Source: an optimization exercise on an open RTL-to-GDS flow (aim: a short achievable clock period and few clock cycles). Production flows keep margins and buffers that such runs may drop. RTL that was checked went through simulation tests only; none was proved equivalent to the original. Only the layout flow was run in runs 1 and 2; the RTL was not checked for function there. No activity file was given, so power comes from the tool's default toggle rates.

<file path="flow/design.v">
`timescale 1ns / 1ps
module ks_add32(input [31:0] a, input [31:0] b, input cin, output [31:0] s);
wire [31:0] p0 = a ^ b;
wire [31:0] g0 = (a & b) | {31'b0, p0[0] & cin};
wire [31:0] g1, p1, g2, p2, g3, p3, g4, p4, g5, p5;
genvar i;
generate for (i = 0; i < 32; i = i + 1) begin : pre
  if (i >= 1)  begin assign g1[i] = g0[i] | (p0[i] & g0[i-1]);  assign p1[i] = p0[i] & p0[i-1]; end
  else         begin assign g1[i] = g0[i];                       assign p1[i] = p0[i]; end
  if (i >= 2)  begin assign g2[i] = g1[i] | (p1[i] & g1[i-2]);  assign p2[i] = p1[i] & p1[i-2]; end
  else         begin assign g2[i] = g1[i];                       assign p2[i] = p1[i]; end
  if (i >= 4)  begin assign g3[i] = g2[i] | (p2[i] & g2[i-4]);  assign p3[i] = p2[i] & p2[i-4]; end
  else         begin assign g3[i] = g2[i];                       assign p3[i] = p2[i]; end
  if (i >= 8)  begin assign g4[i] = g3[i] | (p3[i] & g3[i-8]);  assign p4[i] = p3[i] & p3[i-8]; end
  else         begin assign g4[i] = g3[i];                       assign p4[i] = p3[i]; end
  if (i >= 16) begin assign g5[i] = g4[i] | (p4[i] & g4[i-16]); assign p5[i] = p4[i] & p4[i-16]; end
  else         begin assign g5[i] = g4[i];                       assign p5[i] = p4[i]; end
end endgenerate
assign s = p0 ^ {g5[30:0], cin};
endmodule
module ks_add10(input [9:0] a, input [9:0] b, output [9:0] s);
wire [9:0] p0 = a ^ b;
wire [9:0] g0 = a & b;
wire [9:0] g1, p1, g2, p2, g3, p3, g4;
genvar i;
generate for (i = 0; i < 10; i = i + 1) begin : pre
  if (i >= 1) begin assign g1[i] = g0[i] | (p0[i] & g0[i-1]); assign p1[i] = p0[i] & p0[i-1]; end
  else        begin assign g1[i] = g0[i];                      assign p1[i] = p0[i]; end
  if (i >= 2) begin assign g2[i] = g1[i] | (p1[i] & g1[i-2]); assign p2[i] = p1[i] & p1[i-2]; end
  else        begin assign g2[i] = g1[i];                      assign p2[i] = p1[i]; end
  if (i >= 4) begin assign g3[i] = g2[i] | (p2[i] & g2[i-4]); assign p3[i] = p2[i] & p2[i-4]; end
  else        begin assign g3[i] = g2[i];                      assign p3[i] = p2[i]; end
  if (i >= 8) begin assign g4[i] = g3[i] | (p3[i] & g3[i-8]); end
  else        begin assign g4[i] = g3[i]; end
end endgenerate
assign s = p0 ^ {g4[8:0], 1'b0};
endmodule
module sumz32(input [31:0] a, input [31:0] b, output z);
assign z = ((a ^ b) == {a[30:0] | b[30:0], 1'b0});
endmodule
module ALU_unit(
   input        op_add, op_sub, op_and, op_or, op_slt,
   input [31:0] a_reg, b_reg, fwd,    
   input        a_fwd, b_fwd,         
   output [31:0] out,
   output        eq,
   output        sum_zero             
    );
   wire [31:0] s_rr, s_fr, s_rf, s_ff, d_rr, d_fr, d_rf, d_ff;
   ks_add32 as_rr(.a(a_reg), .b(b_reg), .cin(1'b0), .s(s_rr));
   ks_add32 as_fr(.a(fwd),   .b(b_reg), .cin(1'b0), .s(s_fr));
   ks_add32 as_rf(.a(a_reg), .b(fwd),   .cin(1'b0), .s(s_rf));
   ks_add32 as_ff(.a(fwd),   .b(fwd),   .cin(1'b0), .s(s_ff));
   ks_add32 ad_rr(.a(a_reg), .b(~b_reg), .cin(1'b1), .s(d_rr));
   ks_add32 ad_fr(.a(fwd),   .b(~b_reg), .cin(1'b1), .s(d_fr));
   ks_add32 ad_rf(.a(a_reg), .b(~fwd),   .cin(1'b1), .s(d_rf));
   wire [31:0] sum  = a_fwd ? (b_fwd ? s_ff : s_fr) : (b_fwd ? s_rf : s_rr);
   wire [31:0] diff = a_fwd ? (b_fwd ? 32'b0 : d_fr) : (b_fwd ? d_rf : d_rr);
   wire [31:0] operand_1 = a_fwd ? fwd : a_reg;
   wire [31:0] operand_2 = b_fwd ? fwd : b_reg;
   wire        lt   = (operand_1[31] ^ operand_2[31]) ? operand_1[31] : diff[31];
   assign out = ({32{op_add}} & sum)
              | ({32{op_sub}} & diff)
              | ({32{op_and}} & (operand_1 & operand_2))
              | ({32{op_or}}  & (operand_1 | operand_2))
              | {31'b0, op_slt & lt};
   wire eq_rr = (a_reg == b_reg);
   wire eq_fr = (fwd == b_reg);
   wire eq_rf = (a_reg == fwd);
   assign eq = a_fwd ? (b_fwd | eq_fr) : (b_fwd ? eq_rf : eq_rr);
   wire z_rr, z_fr, z_rf, z_ff;
   sumz32 zrr(.a(a_reg), .b(b_reg), .z(z_rr));
   sumz32 zfr(.a(fwd),   .b(b_reg), .z(z_fr));
   sumz32 zrf(.a(a_reg), .b(fwd),   .z(z_rf));
   sumz32 zff(.a(fwd),   .b(fwd),   .z(z_ff));
   assign sum_zero = a_fwd ? (b_fwd ? z_ff : z_fr) : (b_fwd ? z_rf : z_rr);
endmodule
`timescale 1ns / 1ps
module alu_control(input is_r, input [5:0] funct,
                   output op_add, op_sub, op_and, op_or, op_slt);
assign op_slt = is_r &  funct[3];
assign op_sub = is_r & ~funct[3] & ~funct[2] &  funct[1];
assign op_and = is_r & ~funct[3] &  funct[2] & ~funct[0];
assign op_or  = is_r & ~funct[3] &  funct[2] &  funct[0];
assign op_add = ~(op_slt | op_sub | op_and | op_or);
endmodule
`timescale 1ns / 1ps
module control_unit(
input [31:0] ins,
output is_r, is_addi, is_lw, is_sw, is_beq, is_j,
output beq_always,       
output [4:0] dst,        
output uses_rs,          
output uses_rt,          
output use_imm
);
wire [5:0] op = ins[31:26];
assign is_r    = (op == 6'd0);
assign is_addi = (op == 6'd8);
assign is_lw   = (op == 6'd35);
assign is_sw   = (op == 6'd43);
assign is_beq  = (op == 6'd4);
assign is_j    = (op == 6'd2);
assign beq_always = is_beq & (ins[25:21] == ins[20:16]);
assign dst = is_r ? ins[15:11] : (is_addi | is_lw) ? ins[20:16] : 5'd0;
assign uses_rs = is_r | is_addi | is_lw | is_sw | (is_beq & ~beq_always);
assign uses_rt = is_r | (is_beq & ~beq_always);
assign use_imm = is_addi | is_lw | is_sw;
endmodule
`timescale 1ns / 1ps
module registers(input [4:0] read_reg1,read_reg2,write_reg,input clk,input[31:0] write_data,output [31:0] read_data1,read_data2);
reg [31:0] mem [31:1];
assign read_data1 = (read_reg1==5'd0) ? 32'b0 : mem[read_reg1];
assign read_data2 = (read_reg2==5'd0) ? 32'b0 : mem[read_reg2];
always@(posedge clk)
begin
if(write_reg!=5'd0) mem[write_reg]<=write_data;
end
endmodule
`timescale 1ns / 1ps
module top(
input clk,rst,
output [31:0] imem_addr,
input  [31:0] imem_rdata,
output [31:0] dmem_addr,
output [31:0] dmem_wdata,
output        dmem_we,
input  [31:0] dmem_rdata
);
reg  [9:0] pc;
localparam NF = 8;
reg  [NF-1:0] fv;
reg  [9:0]    fkey [0:NF-1];
reg  [9:0]    ftgt [0:NF-1];
reg  [2:0]    fptr;
reg        d_valid;
reg [31:0] ir;
reg [9:0]  d_btgt;
reg        x_valid;
reg [4:0]  x_rd;
reg        x_is_lw, x_is_sw, x_cbeq;
reg        x_add, x_sub, x_and, x_or, x_slt;
reg [31:0] x_a, x_b, x_sd;
reg        fa_m, fb_m, sd_ld, sd_m;
reg [9:0]  x_tgt;
reg [31:0] mem_res, mem_sd;
reg [4:0]  mem_rd;
reg        mem_is_lw, mem_is_sw;
reg        fw_en;
reg [9:0]  fw_key, fw_tgt;
assign imem_addr = {20'b0, pc, 2'b00};
wire [31:0] fi = imem_rdata;
reg  [9:0] fold_tgt;
reg        fold_hit;
integer k;
always @* begin
  fold_hit = 1'b0;
  fold_tgt = 10'd0;
  for (k = 0; k < NF; k = k + 1)
    if (fv[k] && fkey[k] == pc) begin
      fold_hit = 1'b1;
      fold_tgt = fold_tgt | ftgt[k];
    end
end
wire       f_is_j  = (fi[31:26] == 6'd2);
wire       f_is_bu = (fi[31:26] == 6'd4) & (fi[25:21] == fi[20:16]);
wire [9:0] pc_inc = pc + 10'd1;
wire [9:0] f_btgt;
ks_add10 tadd(.a(pc_inc), .b(fi[9:0]), .s(f_btgt));
wire       f_jump = f_is_j | f_is_bu;
wire [9:0] f_jtgt = f_is_j ? fi[9:0] : f_btgt;
wire d_is_r, d_is_addi, d_is_lw, d_is_sw, d_is_beq, d_is_j, d_beq_always;
wire [4:0] d_dst;
wire d_uses_rs, d_uses_rt, d_use_imm;
control_unit c(.ins(ir), .is_r(d_is_r), .is_addi(d_is_addi), .is_lw(d_is_lw),
  .is_sw(d_is_sw), .is_beq(d_is_beq), .is_j(d_is_j), .beq_always(d_beq_always),
  .dst(d_dst), .uses_rs(d_uses_rs), .uses_rt(d_uses_rt), .use_imm(d_use_imm));
wire d_add, d_sub, d_and, d_or, d_slt;
alu_control b(.is_r(d_is_r), .funct(ir[5:0]), .op_add(d_add), .op_sub(d_sub),
  .op_and(d_and), .op_or(d_or), .op_slt(d_slt));
wire [4:0] rs = ir[25:21];
wire [4:0] rt = ir[20:16];
wire [31:0] rf1, rf2;
wire [4:0]  w_rd   = mem_rd;
wire [31:0] w_data = mem_is_lw ? dmem_rdata : mem_res;
registers f(.read_reg1(rs), .read_reg2(rt), .write_reg(w_rd), .clk(clk),
  .write_data(w_data), .read_data1(rf1), .read_data2(rf2));
wire [31:0] d_imm = {{16{ir[15]}}, ir[15:0]};
wire stall = d_valid & x_valid & x_is_lw & (x_rd != 5'd0) &
             ((d_uses_rs & x_rd == rs) | (d_uses_rt & x_rd == rt));
wire m_a = (x_rd == rs) & (rs != 5'd0);
wire r_a = (mem_rd == rs) & (rs != 5'd0);
wire m_b = (x_rd == rt) & (rt != 5'd0);
wire r_b = (mem_rd == rt) & (rt != 5'd0);
wire [31:0] alu_out;
wire        alu_eq, alu_sum_zero;
ALU_unit a(.op_add(x_add), .op_sub(x_sub), .op_and(x_and), .op_or(x_or),
  .op_slt(x_slt), .a_reg(x_a), .b_reg(x_b), .fwd(mem_res), .a_fwd(fa_m), .b_fwd(fb_m),
  .out(alu_out), .eq(alu_eq), .sum_zero(alu_sum_zero));
wire [31:0] sd = sd_ld ? dmem_rdata : sd_m ? mem_res : x_sd;
wire redirect = x_cbeq & alu_eq;
wire d_cbeq = d_valid & d_is_beq & ~d_beq_always;
wire x_zero = (x_add & ~x_is_lw & alu_sum_zero) | (x_sub & alu_eq);
wire early = d_cbeq & ~stall & ~redirect & x_zero &
             ((m_a & rt == 5'd0) | (m_b & rs == 5'd0));
assign dmem_addr  = mem_res;
assign dmem_wdata = mem_sd;
assign dmem_we    = mem_is_sw;
always @(posedge clk) begin
  if (rst)           pc <= 10'd0;
  else if (redirect) pc <= x_tgt;
  else if (early)    pc <= d_btgt;
  else if (stall)    pc <= pc;
  else if (f_jump)   pc <= f_jtgt;
  else if (fold_hit) pc <= fold_tgt;
  else               pc <= pc_inc;
  if (rst) begin
    fv <= {NF{1'b0}};
    fptr <= 3'd0;
  end else if (fw_en) begin
    fv[fptr] <= 1'b1;
    fkey[fptr] <= fw_key;
    ftgt[fptr] <= fw_tgt;
    fptr <= fptr + 3'd1;
  end
  fw_en  <= ~rst & ~stall & f_jump;
  fw_key <= pc - 10'd1;
  fw_tgt <= f_jtgt;
  if (rst | redirect | early) d_valid <= 1'b0;
  else if (!stall)    d_valid <= 1'b1;
  if (!stall) begin
    ir <= fi;
    d_btgt <= f_btgt;
  end
  if (rst | redirect | stall | ~d_valid) begin
    x_valid <= 1'b0;
    x_rd <= 5'd0;
    x_is_lw <= 1'b0;
    x_is_sw <= 1'b0;
    x_cbeq <= 1'b0;
  end else begin
    x_valid <= 1'b1;
    x_rd <= d_dst;
    x_is_lw <= d_is_lw;
    x_is_sw <= d_is_sw;
    x_cbeq <= d_is_beq & ~d_beq_always & ~early;
  end
  x_add <= d_add; x_sub <= d_sub; x_and <= d_and; x_or <= d_or; x_slt <= d_slt;
  x_a  <= r_a ? w_data : rf1;
  x_b  <= d_use_imm ? d_imm : r_b ? w_data : rf2;
  x_sd <= r_b ? w_data : rf2;
  x_tgt <= d_btgt;
  fa_m <= m_a;
  fb_m <= ~d_use_imm & m_b;
  sd_ld <= m_b & x_is_lw;
  sd_m  <= m_b & ~x_is_lw;
  mem_res <= alu_out;
  mem_sd  <= sd;
  if (rst | ~x_valid) begin
    mem_rd <= 5'd0;
    mem_is_lw <= 1'b0;
    mem_is_sw <= 1'b0;
  end else begin
    mem_rd <= x_rd;
    mem_is_lw <= x_is_lw;
    mem_is_sw <= x_is_sw;
  end
end
endmodule
</file>
<file path="flow/flow/run.sh">
#!/bin/bash
set -euo pipefail
MARGIN=$(cat flow/margin.txt)
bash standard.sh SETUP_SLACK_MARGIN="$MARGIN" finish > standard_flow.log 2>&1
</file>
<file path="flow/constraint.sdc">
create_clock -name core_clock -period 10.0 [get_ports {clk}]
set_input_delay 2.0000 -clock core_clock [delete_from_list [all_inputs] [get_ports {clk}]]
set_output_delay 2.0000 -clock core_clock [all_outputs]
set_load 0.01 [all_outputs]
</file>
<file path="flow/flow/margin.txt">
7.5
</file>
<file path="flow/config.mk">
export PLATFORM = sky130hd
export DESIGN_NAME = top
export DESIGN_NICKNAME = top
export VERILOG_FILES = /design/flow/design.v
export SDC_FILE = /design/flow/constraint.sdc
export NUM_CORES = 4
export LEC_CHECK = 0
export CAP_MARGIN = 20
export CORE_MARGIN = 2
export CORE_UTILIZATION = 40
export SLEW_MARGIN = 20
</file>
<file path="flow/standard.sh">
#!/bin/bash
# synth_recipe.tcl (not shown) runs the flow's synth.tcl, then flattens the netlist and writes it again
# the make line also repeats each setting of config.mk as NAME=value (left out here)
make -C /OpenROAD-flow-scripts/flow DESIGN_CONFIG=/design/flow/config.mk WORK_HOME=/design/flow/orfs CLKGATE_MAP_FILE= SYNTH_SCRIPT=/design/flow/synth_recipe.tcl "${@:-finish}"
</file>
==> run notes, run 1 <==
Worst IR Drop VDD 0.0002150 V; synthesized area 78150 um^2; critical path type register to register; drt first pass iters 6; Placement Cell Area 83690 um^2; RSZ-0062 raised after global routing true; Syn. warnings 2; worst flop-to-flop path endpoint pc[1]; GP Congestion 1.007; initial antenna violation count 6; GRT Total Usage 29.80%; sequential-to-total area share from yosys stat 52.23%; Final Skew 48.84 ps; Synth top area share 45.88%; NumNets Final 6841; reg-to-reg critical path startpoint fb_m; fmax 275.8 MHz; Setup TNS 0 ps; crit-path max FO 19; Yosys cell types 92; ANT nets after route 0; port buffer count 140; type of origin of the critical path register; core area 194600 um^2; leak pwr 35.00 nW; Tmin final 3625 ps; Worst setup endpoint pc[1]; hold_buf cts 0; Hold Path Class register to register; number of flops mapped to enable cells by yosys 1194; Iter 0 DRT Violations 7562; CP max-delay cell dfxtp_4; Flop pwr share 31.9%; Clk pin slew, worst setup/hold paths 60 ps; vias 58310; largest net degree at the start of global routing 65; CP Cell Sequence buf_16, mux2_2, xnor2_1, nor2_1, nand4_1, o41ai_4, buf_6, a22oi_2, nor3_4, buf_12, mux2_4, o21ai_2, a211oi_2; Synth area leader edfxtp_1; WP data required 10730 ps; DRC viols 0; Async SR Flop Fraction 0%; CTS tree built; root buf cell clkbuf_16; Slew HR 22.43%; CTS sink count 1442; area grow syn2layout 30.75%; die area 198900 um^2; placed cell count 8126; Die H 446.0 um; dpl ws 4869 ps; R2R setup slack 6370 ps; final hold viol count 0; hpwl dp 176100 um; worst r2r path cells 13; final setup fails 0; Vias/cell 6.376; die extent in x 446.0 um; row count 162; Finished Layout Cells 9145; worst skew pair latency 860 ps; worst slew pin tran 1164 ps; post-synthesis register bit count 1442; combinational share of power 44.1%; initial core utilization 40.16%; Mapped Cells 5741; number of global-route vias before repair 55540; layout cells sized above 1 40.36%; origin of the worst setup path fb_m; post-route cell area 102200 um^2; max-cap viol count 0; clock share of power 24.0%; power per cell area 237.5 nW/um^2; Sw Ratio 37.99%; CP arrival 4360 ps; mean routed wirelength per cell 33.53 um; clk buf depth 3; CTS buffer count 154; NetSw 9.218 mW; status finished clean; worst setup margin 6375 ps; drt total wl 306600 um; H-tree lvl count 4; first-pass GRT wire length 421800 um; Pint 15.04 mW; Crit. End Element register; largest cells by area after synthesis edfxtp_1 (46%), mux4_2 (16%), dfxtp_1 (6.4%), ha_1 (4.8%), xnor2_1 (3.6%); Ports 163; Slew Limit Fails 0; Main synth FF type edfxtp_1; final worst path period share 36.25%; max incr delay on CP 480 ps; GRT overflow 0; syn avg cell area 13.61 um^2
synthesized netlist by cell type (all sizes together) (43+ instances only):
master and number:
xor2 92, o21ai 185, edfxtp 1194, mux2i 231
mux4 563, nand2 208, nand3 63, o21bai 43
nor4 51, nor2 401, o22ai 67, o211ai 45
xnor2 319, ha 297, dfxtp 248, nand4 43
a21oi 310, inv 233, buf 131, mux2 44
a211oi 114, clkbuf 284, nor3 87
logic make-up (layout without fill, tap and decap cells):
family,count (synthesis),count (layout),synth area share (%)
AOI/OAI and AO/OA,1072,1072,8.920
adders and majority gates,304,304,4.935
xor gates and xnor gates,411,411,4.606
muxes,838,838,19.85
other,1,25,0.004799
and+or+nand+nor,1024,1034,6.129
DFF,1442,1442,52.23
buffers and inverters,649,1477,3.317
layout make-up:
cell class	count	area (um^2)
antenna	3	7.507
inverter	234	1149
tap	2542	3181
multi-input combinational	3681	40290
timing repair inverter	33	245.2
sequential	1442	41200
timing repair buffer	925	11020
clock inverter	87	953.4
fill	15670	92410
clock buffer	198	4121
registers in the layout, indices dropped and copies added (netlist names), 3 cells and up, named ones only:
signal and flops:
fw_key 10, d_btgt 10, mem_rd 5, x_sd 32, ir 32, fptr 3
mem_sd 32, fv 8, fkey 80, x_rd 5, fw_tgt 10, x_b 32
pc 10, f.mem 992, mem_res 32, x_a 32, x_tgt 10, ftgt 80
cell usage in the layout (no fill, tap or decap), drive strengths merged, types with 14 or more instances in the layout:
master	n
a221oi	25
a211o	14
nand3	63
inv	202
and2	31
xnor2	319
mux2i	231
xor2	92
dfxtp	248
nand2b	30
nor3	89
o21bai	43
clkinv	55
mux2	44
o211ai	45
clkinvlp	86
nor2	408
nor4	51
or3	17
o22ai	67
o221ai	19
dlygate4sd2	22
buf	852
o21ai	185
o31ai	23
a31oi	32
nand2	208
mux4	563
a21oi	310
nand4	43
edfxtp	1194
conb	22
bufbuf	14
clkbuf	214
and3	15
nor2b	26
ha	297
a211oi	114
a21o	31
a22oi	38
power groups by stage:
| stage | Clock (mW) | Sequential (mW) | Combinational [mW] |
|---|---|---|---|
| 6_report | 5.83 | 7.74 | 10.7 |
| 5_1_grt | 6.09 | 7.75 | 11.1 |
| 4_1_cts | 5.86 | 7.73 | 9.36 |
| 3_5_place_dp | 0 | 8.14 | 6.96 |
| 3_3_place_gp | 0 | 8.13 | 6.95 |
| 2_1_floorplan | 0 | 7.80 | 4.72 |
layer usage:
metal,wire length [um],GRT usage [%],part of all wire (%)
met2,145900,48.97,48
met5,29,0,0.0095
met3,29080,5.534,9.5
met1,111500,37.68,36
met4,20120,15.21,6.6
how the worst min path moves through the flow:
stage	from	endpoint	slack (ps)	depth (start not counted)
final	d_btgt[8]	x_tgt[8]	380	0
after detailed placement	d_btgt[4]	x_tgt[4]	360	0
after global placement	d_btgt[4]	x_tgt[4]	360	0
after global routing	d_btgt[9]	x_tgt[9]	390	0
after CTS	d_btgt[4]	x_tgt[4]	370	0
after floorplan	d_btgt[1]	x_tgt[1]	340	0
timing repair:
item / 4_1_cts / 5_1_grt
cloned: 104 / 9
resized for setup: 1462 / 397
pin swaps: 239 / 220
setup buffers: 421 / 197
endpoints found under the hold margin: 0 / 0
endpoints found under the setup margin: 1818 / 954
critical path, delay by kind of cell, from the launching register on:
kind / cells / cell delay, ps
simple gates: 3 / 890
mux: 2 / 690
xor+xnor: 1 / 190
flops: 1 / 480
compound gates: 4 / 670
buf+inv: 3 / 560
through the flow:
stage / util (%) / total power [mW] / hold slack [ps]
after floorplan: - / 12.52 / 344.1
after global placement: 43.00 / 15.08 / 359.3
after detailed placement: 43.01 / 15.10 / 358.4
after CTS: 50.66 / 22.95 / 373.7
after global routing: 52.51 / 24.91 / 386.4
final: 52.51 / 24.26 / 377.0
==> run 2, diff against run 1 <==
--- a/flow/config.mk
+++ b/flow/config.mk
@@ -7,5 +7,5 @@
 export LEC_CHECK = 0
 export CAP_MARGIN = 20
 export CORE_MARGIN = 2
-export CORE_UTILIZATION = 40
+export CORE_UTILIZATION = 55
 export SLEW_MARGIN = 20
==> run 2 against run 1 <==
Still clean. Non-clock buffer count is 81 higher. Cell count is 6.2% lower. Fmax is 1.8% higher. Wire length is 3.3% higher. Critical path type unchanged. Largest cell class unchanged.
==> run notes, run 2 <==
NumNets Final 6929; area grow syn2layout 31.59%; Tmin final 3562 ps; max-cap viol count 0; most common cell after layout, fill and taps aside edfxtp_1; sequential-to-total area share from yosys stat 52.23%; initial antenna violation count 14; Clk pin slew, worst setup/hold paths 70 ps; Vias/cell 6.980; initial core utilization 55.33%; DRC viols 0; hpwl dp 176100 um; number of global-route vias before repair 57040; CTS sink count 1442; type of origin of the critical path register; layout cells sized above 1 41.32%; crit-path max FO 9; hold_buf cts 0; mean routed wirelength per cell 36.92 um; final setup fails 0; main combinational cell family by area after synthesis multiplexers; core area 141200 um^2; fmax 280.7 MHz; leak pwr 35.72 nW; worst slew pin tran 1136 ps; Worst IR Drop VDD 0.0001994 V; final worst path period share 35.62%; RSZ-0062 raised after global routing true; root buf cell clkbuf_16; GP Congestion 1.081; Synth top cells by count edfxtp_1 (1194), mux4_2 (563), nor2_1 (401); die extent in x 380.9 um; post-route cell area 102800 um^2; CTS tree built; post-synthesis register bit count 1442; row count 138; Mapped Cells 5741; syn avg cell area 13.61 um^2; Largest regs f.mem x992, fkey x80, ftgt x80; largest cells by area after synthesis edfxtp_1 (46%), mux4_2 (16%), dfxtp_1 (6.4%), ha_1 (4.8%), xnor2_1 (3.6%); critical path type register to register; vias 59900; Overall Power 24.71 mW; Synth top area share 45.88%; CP arrival 4290 ps; Crit. End Element register; max incr delay on CP 530 ps; Synth Area in XOR/XNOR 4.606%; Yosys cell types 92; area share of and/or/nand/nor cells after synthesis 6.129%; top-count cell post-synth edfxtp_1; first-pass GRT wire length 432800 um; CP max-delay cell or4_4; port buffer count 140; H-tree lvl count 4; Placement Cell Area 82890 um^2; Slew HR 23.92%; die area 145100 um^2; adder-cell area share of the yosys netlist 4.935%; max reg flops 992; most frequent cells in the layout edfxtp_1 (1194), mux4_2 (563), buf_4 (508); Async SR Flop Fraction 0%; multiplexer area fraction after synthesis 19.85%; Largest Register f.mem; Setup TNS 0 ps; Hold Path Class register to register; status finished clean; GRT overflow 0; GRT Total Usage 42.44%; Slew Limit Fails 0; Die H 380.9 um; compound-gate portion of the synthesized area 8.920%; Final Skew 47.36 ps; WP data required 10730 ps; worst skew pair latency 830 ps; power per cell area 240.2 nW/um^2; CTS buffer count 154; drt first pass iters 6; clk buf depth 3; Synth area leader edfxtp_1; largest net degree at the start of global routing 64; Iter 0 DRT Violations 8586; synthesized area 78150 um^2; Util after Layout 72.81%; Syn. warnings 2; ANT nets after route 0; Ports 163; number of flops mapped to enable cells by yosys 1194; Main synth FF type edfxtp_1; final hold viol count 0; drt total wl 316800 um; CP Cell Sequence buf_4, inv_4, ha_4, or4_4, nand4b_1, nor4_4, o21ai_2, o41ai_4, buf_6, a22oi_2, nor3_4, buf_12, buf_8, nor2_4, o311a_1, nor3_1
## run 2: cell counts after synthesis
Identical to the previous run, type by type.
## run 2: worst max-delay path: cells and delay by family, from the launching register on
family,cells,cell delay (ps)
compound gates,4,600
fa+ha+maj,1,240
buf+inv,5,710
flops,1,370
simple gates,6,1520
## run 2: cell families after synthesis
family / Yosys count
DFF: 1442
AOI/OAI and AO/OA: 1072
and+or+nand+nor: 1024
muxes: 838
buffers and inverters: 649
xor gates and xnor gates: 411
adders and majority gates: 304
other: 1
## run 2: where the power goes
part | total, mW | internal [mW] | switching, mW
combinational | 11.0 | 4.54 | 6.48
sequential | 7.80 | 7.38 | 0.411
clock | 5.89 | 3.33 | 2.56
total | 24.7 | 15.3 | 9.45
## run 2: routing by layer
metal	part of all wire, %	track usage (%)	up-vias
met1	35	54.77	30330
met4	7.7	24.85	20
met2	45	64.17	4420
met5	0.043	0	-
met3	13	12.36	1159
li1	-	-	23980
## run 2: layout make-up
type	count	area, um^2
Antenna cell	3	7.507
Clock buffer	208	4232
Clock inverter	78	994.7
Fill cell	9287	38400
Inverter	234	1139
Multi-Input combinational cell	3681	40610
Sequential cell	1442	41210
Tap cell	1890	2365
Timing Repair Buffer	1006	11990
Timing Repair inverter	40	295.3
## run 2: path summary, 6_finish.rpt
| path | from | to | slack (ps) | cells after the start |
|---|---|---|---|---|
| worst min register to register | d_btgt[0] | x_tgt[0] | 380 | 0 |
| worst max-delay path | mem_res[7] | pc[8] | 6440 | 16 |
| worst min-delay path | d_btgt[0] | x_tgt[0] | 380 | 0 |
| worst max register to register | mem_res[7] | pc[8] | 6440 | 16 |
## run 2: metrics by stage
| stage | cells | setup slack (ps) | hold WS, ps |
|---|---|---|---|
| 6_report | 8582 | 6438 | 383.1 |
| 5_1_grt | 8580 | 6414 | 398.4 |
| 4_1_cts | 8351 | 6490 | 377.3 |
| 3_5_place_dp | 7471 | 4918 | 365.2 |
| 3_3_place_gp | 7470 | 5047 | 358.1 |
| 2_1_floorplan | 5762 | 6108 | 344.1 |
## run 2: repair_timing
item                                    4_1_cts  5_1_grt
endpoints found under the setup margin     1805     1055
resized for setup                          1445      378
cloned                                      110       21
pin swaps                                   270      223
setup buffers                               484      207
==> run 3, diff against run 2 <==
--- a/flow/design.v
+++ b/flow/design.v
@@ -35,16 +35,12 @@
 end endgenerate
 assign s = p0 ^ {g4[8:0], 1'b0};
 endmodule
-module sumz32(input [31:0] a, input [31:0] b, output z);
-assign z = ((a ^ b) == {a[30:0] | b[30:0], 1'b0});
-endmodule
 module ALU_unit(
    input        op_add, op_sub, op_and, op_or, op_slt,
    input [31:0] a_reg, b_reg, fwd,    
    input        a_fwd, b_fwd,         
    output [31:0] out,
-   output        eq,
-   output        sum_zero             
+   output        eq
     );
    wire [31:0] s_rr, s_fr, s_rf, s_ff, d_rr, d_fr, d_rf, d_ff;
    ks_add32 as_rr(.a(a_reg), .b(b_reg), .cin(1'b0), .s(s_rr));
@@ -64,16 +60,7 @@
               | ({32{op_and}} & (operand_1 & operand_2))
               | ({32{op_or}}  & (operand_1 | operand_2))
               | {31'b0, op_slt & lt};
-   wire eq_rr = (a_reg == b_reg);
-   wire eq_fr = (fwd == b_reg);
-   wire eq_rf = (a_reg == fwd);
-   assign eq = a_fwd ? (b_fwd | eq_fr) : (b_fwd ? eq_rf : eq_rr);
-   wire z_rr, z_fr, z_rf, z_ff;
-   sumz32 zrr(.a(a_reg), .b(b_reg), .z(z_rr));
-   sumz32 zfr(.a(fwd),   .b(b_reg), .z(z_fr));
-   sumz32 zrf(.a(a_reg), .b(fwd),   .z(z_rf));
-   sumz32 zff(.a(fwd),   .b(fwd),   .z(z_ff));
-   assign sum_zero = a_fwd ? (b_fwd ? z_ff : z_fr) : (b_fwd ? z_rf : z_rr);
+   assign eq = (operand_1 == operand_2);
 endmodule
 `timescale 1ns / 1ps
 module alu_control(input is_r, input [5:0] funct,
@@ -193,23 +180,18 @@
 wire m_b = (x_rd == rt) & (rt != 5'd0);
 wire r_b = (mem_rd == rt) & (rt != 5'd0);
 wire [31:0] alu_out;
-wire        alu_eq, alu_sum_zero;
+wire        alu_eq;
 ALU_unit a(.op_add(x_add), .op_sub(x_sub), .op_and(x_and), .op_or(x_or),
   .op_slt(x_slt), .a_reg(x_a), .b_reg(x_b), .fwd(mem_res), .a_fwd(fa_m), .b_fwd(fb_m),
-  .out(alu_out), .eq(alu_eq), .sum_zero(alu_sum_zero));
+  .out(alu_out), .eq(alu_eq));
 wire [31:0] sd = sd_ld ? dmem_rdata : sd_m ? mem_res : x_sd;
 wire redirect = x_cbeq & alu_eq;
-wire d_cbeq = d_valid & d_is_beq & ~d_beq_always;
-wire x_zero = (x_add & ~x_is_lw & alu_sum_zero) | (x_sub & alu_eq);
-wire early = d_cbeq & ~stall & ~redirect & x_zero &
-             ((m_a & rt == 5'd0) | (m_b & rs == 5'd0));
 assign dmem_addr  = mem_res;
 assign dmem_wdata = mem_sd;
 assign dmem_we    = mem_is_sw;
 always @(posedge clk) begin
   if (rst)           pc <= 10'd0;
   else if (redirect) pc <= x_tgt;
-  else if (early)    pc <= d_btgt;
   else if (stall)    pc <= pc;
   else if (f_jump)   pc <= f_jtgt;
   else if (fold_hit) pc <= fold_tgt;
@@ -226,7 +208,7 @@
   fw_en  <= ~rst & ~stall & f_jump;
   fw_key <= pc - 10'd1;
   fw_tgt <= f_jtgt;
-  if (rst | redirect | early) d_valid <= 1'b0;
+  if (rst | redirect) d_valid <= 1'b0;
   else if (!stall)    d_valid <= 1'b1;
   if (!stall) begin
     ir <= fi;
@@ -243,7 +225,7 @@
     x_rd <= d_dst;
     x_is_lw <= d_is_lw;
     x_is_sw <= d_is_sw;
-    x_cbeq <= d_is_beq & ~d_beq_always & ~early;
+    x_cbeq <= d_is_beq & ~d_beq_always;
   end
   x_add <= d_add; x_sub <= d_sub; x_and <= d_and; x_or <= d_or; x_slt <= d_slt;
   x_a  <= r_a ? w_data : rf1;
==> run 3 against run 2 <==
Still clean on timing, DRC and antenna. Sequential power decreased by 0.6%. First-iteration DRC count decreased by 23%. Clock-buffer cell count increased by 4. Non-clock buffer count decreased by 280. Register-to-register slack improved by 50 ps. Global-route usage decreased by 4.2 points. Critical endpoint is now mem_res[30]. Largest power group unchanged.
==> run notes, run 3 <==
Slew HR 30.36%; hold slack 346.0 ps; worst flop-to-flop path endpoint mem_res[30]; mean routed wirelength per cell 34.80 um; status finished clean; drt total wl 273700 um; worst r2r path cells 16; first-pass GRT wire length 381500 um; Hold Path Class register to register; critical path type register to register; initial core utilization 55.28%; worst setup margin 6484 ps; final hold viol count 0; GRT overflow 0; most common cell after layout, fill and taps aside edfxtp_1; Worst Hold Path Cells 0; Largest regs f.mem x992, fkey x80, ftgt x80; Worst Hold End x_tgt[4]; Placement Cell Area 80480 um^2; number of flops mapped to enable cells by yosys 1194; die extent in x 375.3 um; Final Skew 58.90 ps; final worst path period share 35.16%; top-count cell post-synth edfxtp_1; hold_buf cts 0; Clk pin slew, worst setup/hold paths 70 ps; R2R setup slack 6480 ps; max-cap viol count 0; CP arrival 4190 ps; post-synthesis register bit count 1442; DRC viols 0; Slew Limit Fails 0; worst skew pair latency 830 ps; Iter 0 DRT Violations 6596; GRT Total Usage 38.23%; largest net degree at the start of global routing 66; WP data required 10680 ps; Synth top cells by count edfxtp_1 (1194), mux4_2 (566), nor2_1 (371); leak pwr 33.43 nW; layout cells sized above 1 37.15%; origin of the worst setup path mem_res[0]; fill count 9123; Main synth FF type edfxtp_1; Synth area leader edfxtp_1; Syn. warnings 2; Yosys cell types 107; GP Congestion 0.9757; row count 136; Synth top area share 47.29%; Setup TNS 0 ps; die area 140800 um^2; hold path start d_btgt[4]; crit-path max FO 5; sequential-to-total area share from yosys stat 53.84%; syn avg cell area 14.02 um^2; ANT nets after route 0; Largest Register f.mem; CTS tree built; root buf cell clkbuf_16; Crit. End Element register; type of origin of the critical path register; vias 53660; power per cell area 232.6 nW/um^2; RSZ-0062 raised after global routing true; worst slew pin tran 1045 ps; drt first pass iters 6; fmax 284.4 MHz; CTS sink count 1442; Mapped Cells 5407; Ports 163; Vias/cell 6.823; H-tree lvl count 4; initial antenna violation count 9; Async SR Flop Fraction 0%; Tmin final 3516 ps; dpl ws 5304 ps; port buffer count 140; clk buf depth 3; NumNets Final 6278; area grow syn2layout 26.29%; core area 137200 um^2; post-route cell area 95750 um^2; Worst IR Drop VDD 0.0001853 V; CTS buffer count 153; hpwl dp 150900 um; final setup fails 0; number of global-route vias before repair 51690; Die H 375.3 um; max reg flops 992; reg-to-reg critical path startpoint mem_res[0]; largest cells by area after synthesis edfxtp_1 (47%), mux4_2 (17%), dfxtp_1 (6.5%), ha_1 (4.4%), mux2i_1 (3.1%); synthesized area 75820 um^2; most frequent cells in the layout edfxtp_1 (1194), mux4_2 (566), nor2_1 (316)
[run 3: cell count changes in the layout (fill, tap and decap cells not counted), sizes merged, moves of 30 or more]
cell      previous run  this run
nor3                89        54
nor2               408       374
clkinvlp            93         8
xnor2              319       249
a211oi             114        84
inv                190       257
buf                922       641
ha                 297       265
a21oi              310       277
xor2                92        52
[run 3: per-stage QoR]
step,instances,total power [mW],util (%)
after global routing,7862,23.01,69.81
final,7864,22.27,69.81
after CTS,7737,21.53,67.94
after detailed placement,7084,14.09,58.68
after global placement,7082,14.09,58.66
after floorplan,5428,12.10,-
[run 3: cells by family (layout without fill, tap and decap cells)]
logic type,Yosys count,in the layout,share of synthesized area [%]
xor gates and xnor gates,301,301,3.477
buffers and inverters,637,1272,3.472
DFF,1442,1442,53.84
AOI/OAI and AO/OA,993,993,8.643
and+or+nand+nor,933,938,5.687
muxes,828,828,20.32
other,1,24,0.004946
adders and majority gates,272,272,4.558
[run 3: worst max path at each step]
stage	endpoint	slack, ps	cells after the start
after detailed placement	pc[8]	5300	13
final	mem_res[30]	6480	16
after CTS	dmem_addr[0]	6540	1
after global placement	pc[8]	5260	13
after floorplan	pc[8]	6040	12
after global routing	mem_res[27]	6460	13
[run 3: cell type report]
cell class	count	area, um^2	share of cell area (%)
multi-input combinational	3354	36930	38.57
inverter	260	1175	1.227
clock inverter	71	842.1	0.8795
clock buffer	212	4307	4.498
tap	1794	2245	2.344
antenna	2	5.005	0.005227
timing repair inverter	3	41.29	0.04312
timing repair buffer	726	9052	9.455
sequential	1442	41150	42.98
[run 3: where the power goes]
group	leakage (nW)	internal, mW	switching, mW
registers	12.9	7.38	0.369
logic	18.0	3.73	4.96
clock network	2.49	3.32	2.50
total	33.4	14.4	7.83
[run 3: critical path, stage by stage (launching register included)]
cell	delay, ps
dfxtp_4	390
buf_12	140
ha_4	150
inv_2	50
fa_2	240
a21oi_4	70
or4_4	480
a31oi_4	280
a41oi_4	190
a31oi_4	260
buf_6	140
nand4_4	140
a31oi_4	270
a31oi_1	120
xor2_1	170
a2bb2oi_1	170
nand3b_1	100
[run 3: metal layers]
metal	routed length (um)	share of wire (%)	GRT usage [%]
met1	103100	38	52.45
met2	128100	47	60.05
met3	29380	11	8.033
met4	13060	4.8	15.40
met5	26	0.0095	0
[run 3: timing repair]
item / CTS / global route
endpoints found under the setup margin: 1118 / 768
resized for setup: 1149 / 284
pin swaps: 211 / 185
setup buffers: 314 / 106
gates cloned: 56 / 19
Testbench counts of run 3, summed over its fixed seeds: cycles 43,400.
==> run 4, diff against run 3 <==
==> flow/flow/margin.txt (replaced) <==
8.0
--- a/flow/config.mk
+++ b/flow/config.mk
@@ -7,5 +7,5 @@
 export LEC_CHECK = 0
 export CAP_MARGIN = 20
 export CORE_MARGIN = 2
-export CORE_UTILIZATION = 55
+export CORE_UTILIZATION = 40
 export SLEW_MARGIN = 20
==> run 4 against run 3 <==
Setup slack better by 97 ps. Synthesized area stayed put. Still clean. Combinational power is 5.7% higher. Synthesized cell count stayed put. Sequential cell count stayed put. Largest cell class unchanged.
==> run notes, run 4 <==
number of flops mapped to enable cells by yosys 1194; Mapped Cells 5407; Worst IR Drop VDD 0.0001498 V; Yosys cell types 107; Tmin final 3418 ps; vias 54360; Clk pin slew, worst setup/hold paths 60 ps; CP Cell Sequence inv_1, ha_1, nand4_1, o41ai_4, o21bai_2, a31o_1, xnor2_1, nor2_1, or3b_4, a31o_1; Async SR Flop Fraction 0%; Syn. warnings 2; status finished clean; drt first pass iters 7; initial antenna violation count 6; core area 188000 um^2; mean routed wirelength per cell 32.52 um; GP Congestion 0.9645; Slew Limit Fails 0; final worst path period share 34.18%; initial core utilization 40.33%; most frequent cells in the layout edfxtp_1 (1194), mux4_2 (566), buf_4 (354); fmax 292.5 MHz; syn avg cell area 14.02 um^2; row count 159; Setup TNS 0 ps; fill count 14860; area grow syn2layout 32.72%; die extent in x 439.4 um; worst slew pin tran 1059 ps; CTS buffer count 151; Overall Power 22.76 mW; CTS sink count 1442; Hold Path Class register to register; number of global-route vias before repair 53290; max reg flops 992; Slew HR 29.16%; type of origin of the critical path register; worst skew pair latency 830 ps; crit-path max FO 12; CP arrival 4110 ps; Vias/cell 6.208; die area 193000 um^2; hold_buf cts 0; area share of and/or/nand/nor cells after synthesis 5.687%; leak pwr 35.45 nW; CTS tree built; Ports 163; Largest Register f.mem; Synth Area in XOR/XNOR 3.477%; Crit. End Element register; RSZ-0062 raised after global routing true; multiplexer area fraction after synthesis 20.32%; Final Skew 36.41 ps; sequential-to-total area share from yosys stat 53.84%; Largest regs f.mem x992, fkey x80, ftgt x80; ANT nets after route 0; Synth top cells by count edfxtp_1 (1194), mux4_2 (566), nor2_1 (371); H-tree lvl count 4; Synth area leader edfxtp_1; hpwl dp 155400 um; port buffer count 140; compound-gate portion of the synthesized area 8.643%; most common cell after layout, fill and taps aside edfxtp_1; synthesized area 75820 um^2; CP dominant cell by count a31o_1; DRC viols 0; NumNets Final 6467; Main synth FF type edfxtp_1; Synth top area share 47.29%; final hold viol count 0; Iter 0 DRT Violations 6578; GRT overflow 0; largest cells by area after synthesis edfxtp_1 (47%), mux4_2 (17%), dfxtp_1 (6.5%), ha_1 (4.4%), mux2i_1 (3.1%); post-synthesis register bit count 1442; layout cells sized above 1 41.55%; largest net degree at the start of global routing 60; clk buf depth 3; power per cell area 226.2 nW/um^2; drt total wl 284800 um; top-count cell post-synth edfxtp_1; Die H 439.4 um; CP max-delay cell ha_1; main combinational cell family by area after synthesis multiplexers; max-cap viol count 0; GRT Total Usage 28.73%; critical path type register to register; adder-cell area share of the yosys netlist 4.558%; final setup fails 0; first-pass GRT wire length 394900 um; root buf cell clkbuf_16; max incr delay on CP 630 ps; WP data required 10690 ps
[run 4: cell count changes in the layout (fill, tap and decap cells not counted), sizes merged, moves of 3 or more]
cell	before	now
and3	15	21
buf	641	832
bufbuf	9	14
bufinv	11	15
clkbuf	231	198
clkdlybuf4s15	4	1
clkdlybuf4s50	35	5
clkinv	58	77
dlygate4sd2	14	19
dlymetal6s2s	4	0
inv	257	285
[run 4: cell type report]
type / count / area (um^2) / area share (%)
inverter: 260 / 1363 / 1.354
multi-input combinational: 3361 / 37740 / 37.51
tap: 2495 / 3122 / 3.102
clock buffer: 189 / 4075 / 4.050
sequential: 1442 / 41160 / 40.90
clock inverter: 93 / 1092 / 1.086
timing repair buffer: 880 / 11720 / 11.65
timing repair inverter: 33 / 344.1 / 0.3420
antenna: 3 / 7.507 / 0.007461
[run 4: final timing paths]
kind / startpoint / to / slack (ps) / cells after the start
setup / recovery: x_b[20] / mem_res[0] / 6580 / 10
hold / removal: d_btgt[7] / x_tgt[7] / 320 / 0
setup reg to reg: x_b[20] / mem_res[0] / 6580 / 10
hold reg to reg: d_btgt[7] / x_tgt[7] / 320 / 0
[run 4: critical path: cells and delay by family, from the launching register on]
kind,cells,cell delay [ps]
adder cells (fa/ha/maj),1,630
AO/OA/AOI/OAI,4,1070
AND/OR/NAND/NOR,3,910
buffers and inverters,1,110
flip-flops,1,410
XOR/XNOR,1,150
[run 4: layer usage]
metal	up-vias	global-route usage [%]	share of wire [%]
li1	22560	-	-
met1	27850	36.60	37
met2	3202	45.64	46
met3	745	5.632	9.3
met4	4	16.90	7.0
met5	-	0	0.0042
[run 4: metrics by stage]
stage               cells  area [um^2]  hold WS [ps]  setup WS, ps  util, %
detailed placement   7776        81830         328.5          5294    43.53
global route         8755       100600         346.3          6543    53.52
finish               8756       100600         315.5          6582    53.52
floorplan            5428        78410         323.3          6041        -
CTS                  8596        97660         322.0          6606    51.95
global placement     7776        81830         325.1          5245    43.53
[run 4: report_power, final]
part / switching (mW) / internal (mW)
Combinational: 5.16 / 4.03
Sequential: 0.334 / 7.38
Clock: 2.53 / 3.32
[run 4: logic make-up after synthesis]
family	after synthesis
other cells	1
simple gates	933
mux	828
compound gates	993
xor+xnor	301
buf+inv	637
fa+ha+maj	272
flops	1442
[run 4: what timing repair did]
item,4_1_cts,5_1_grt
gates resized for setup,1536,352
pin swaps,267,186
buffers inserted,422,133
endpoints found under the setup margin,2437,1497
gates cloned,116,24
==> run 5, diff against run 4 <==
==> flow/flow/margin.txt (replaced) <==
7.5
==> run 5 against run 4 <==
Still clean on timing, DRC and antenna. Fmax fell by 0.11%. Combinational power fell by 7.9%. Clock-buffer cell count rose by 7. Critical path depth fell by 8. Worst hold slack improved by 17 ps. Cell area fell by 3.7%. Sequential power barely moved. Core utilization fell by 2.0 points. Die area did not move. Critical path type is now register to output pin. Largest cell class unchanged. Highest routed layer unchanged.
==> run notes, run 5 <==
status finished clean; type of origin of the critical path register; synthesized area 75820 um^2; Crit. End Element output pin; dpl ws 5279 ps; sequential-to-total area share from yosys stat 53.84%; placed cell count 7776; Syn. warnings 2; H-tree lvl count 4; die area 193000 um^2; Slew HR 26.35%; hold_buf cts 0; Hold Path Class register to register; Synth area leader edfxtp_1; die extent in x 439.4 um; hold slack 332.7 ps; max reg flops 992; CP bufs+invs 2; Util after Layout 51.55%; CP Cell Sequence buf_12, buf_6; most common cell after layout, fill and taps aside edfxtp_1; Overall Power 21.94 mW; layout cells sized above 1 37.39%; hpwl dp 152800 um; largest cells by area after synthesis edfxtp_1 (47%), mux4_2 (17%), dfxtp_1 (6.5%), ha_1 (4.4%), mux2i_1 (3.1%); Synth top area share 47.29%; drt total wl 269500 um; post-route cell area 96910 um^2; Main synth FF type edfxtp_1; root buf cell clkbuf_16; Finished Layout Cells 8561; Iter 0 DRT Violations 6123; CTS tree built; CTS buffer count 151; critical path type register to output pin; Setup TNS 0 ps; worst setup margin 6578 ps; CTS sink count 1442; fill count 15360; CP max-delay cell dfxtp_4; Ports 163; fmax 292.2 MHz; power per cell area 226.4 nW/um^2; vias 52840; worst slew pin tran 1093 ps; final hold viol count 0; leak pwr 33.65 nW; NumNets Final 6280; max-cap viol count 0; largest net degree at the start of global routing 65; GRT overflow 0; drt first pass iters 6; crit-path max FO 2; final setup fails 0; Mapped Cells 5407; ANT nets after route 0; CP arrival 1420 ps; final worst path period share 34.22%; initial core utilization 40.33%; initial antenna violation count 3; Vias/cell 6.172; Final Skew 62.04 ps; area grow syn2layout 27.83%; clk buf depth 3; post-synthesis register bit count 1442; worst skew pair latency 830 ps; Worst IR Drop VDD 0.0001862 V; core area 188000 um^2; most frequent cells in the layout edfxtp_1 (1194), mux4_2 (566), nor2_1 (314); top-count cell post-synth edfxtp_1; Slew Limit Fails 0; GRT Total Usage 27.10%; Die H 439.4 um; GP Congestion 0.9285; first-pass GRT wire length 375400 um; DRC viols 0; number of flops mapped to enable cells by yosys 1194; Largest Register f.mem; Top Family by Delay on Critical Path flip-flops; RSZ-0062 raised after global routing true; number of global-route vias before repair 51610; Clk pin slew, worst setup/hold paths 60 ps; syn avg cell area 14.02 um^2; Synth top cells by count edfxtp_1 (1194), mux4_2 (566), nor2_1 (371); max incr delay on CP 360 ps; mean routed wirelength per cell 31.48 um; Async SR Flop Fraction 0%; Tmin final 3422 ps; Placement Cell Area 81320 um^2; WP data required 8000 ps; port buffer count 140; row count 159; Yosys cell types 107; Largest regs f.mem x992, fkey x80, ftgt x80
==> run 5: cell counts after synthesis <==
Identical to the previous run, type by type.
==> run 5: final cells by class <==
cell class              count  area (um^2)  share of cell area [%]
inverters                 260         1200                   1.238
clock inverters            80        943.4                  0.9735
repair buffers            732         9413                   9.713
clock buffers             196         4121                   4.253
diodes                      1        2.502                0.002582
multi-input cells        3355        36970                   38.15
flip-flops and latches   1442        41140                   42.45
well taps                2495         3122                   3.221
==> run 5: repair_timing <==
item	CTS	global route
pin swaps	215	171
resized for setup	1138	324
setup buffers	312	115
setup endpoints to repair	1474	599
gates cloned	66	15
==> run 5: metal layers <==
metal	part of all wire, %	vias to the layer above	wire [um]	GRT usage (%)
met5	0.0045	-	12	0
met4	5.4	2	14650	12.23
met2	48	2832	129300	44.44
met1	38	27290	101700	35.13
li1	-	22100	-	-
met3	8.8	616	23770	4.825
==> run 5: cells by family after synthesis <==
| family | after synthesis | synth area share (%) |
|---|---|---|
| other | 1 | 0.004946 |
| flip-flops | 1442 | 53.84 |
| adder cells (fa/ha/maj) | 272 | 4.558 |
| multiplexers | 828 | 20.32 |
| AND/OR/NAND/NOR | 933 | 5.687 |
| buffers and inverters | 637 | 3.472 |
| XOR/XNOR | 301 | 3.477 |
| AO/OA/AOI/OAI | 993 | 8.643 |
==> run 5: worst paths after layout <==
path	depth (start not counted)	to	slack, ps	startpoint
min	0	x_tgt[5]	330	d_btgt[5]
max	2	imem_addr[6]	6580	pc[4]
min reg2reg	0	x_tgt[5]	330	d_btgt[5]
max reg2reg	13	mem_res[0]	6610	x_b[20]
==> run 5: power breakdown <==
| part | leakage (nW) | total [mW] | internal, mW | switching [mW] |
|---|---|---|---|---|
| sequential | 12.9 | 7.70 | 7.38 | 0.324 |
| clock | 2.46 | 5.77 | 3.26 | 2.51 |
| combinational | 18.3 | 8.47 | 3.67 | 4.80 |

==> port drivers added, routing unchanged <==
In the flow no input, the clock included, has a driving cell. The finished layouts below were timed again as built, in two steps. Step 1, drivers: a clkbuf_16 drives clk and a buf_2 each remaining input, both assumed. Step 2 also shifts input and output timing later by t, the mid clock arrival at the registers, as if the neighbouring blocks saw the same clock. a / b / c = no drivers / after step 1 / after step 2; a / b = the first two.
run	shift t [ns]	slack for setup (ns)	worst setup path at the end	pins driven straight from the clock port
run 1	0.916	6.375 / 6.345 / 5.753	input to register	1
run 2	0.896	6.438 / 6.406 / 5.787	input to register	1
run 3	0.879	6.484 / 6.449 / 5.739	input to register	1
run 4	0.902	6.582 / 6.557 / 5.806	input to register	1
run 5	0.884	6.578 / 6.494 / 5.847	input to register	1
After both steps setup and hold are still met in every run listed. The setup slack of run 4, which loses most, moves by -0.025 ns with the drivers and by -0.776 ns with both steps.
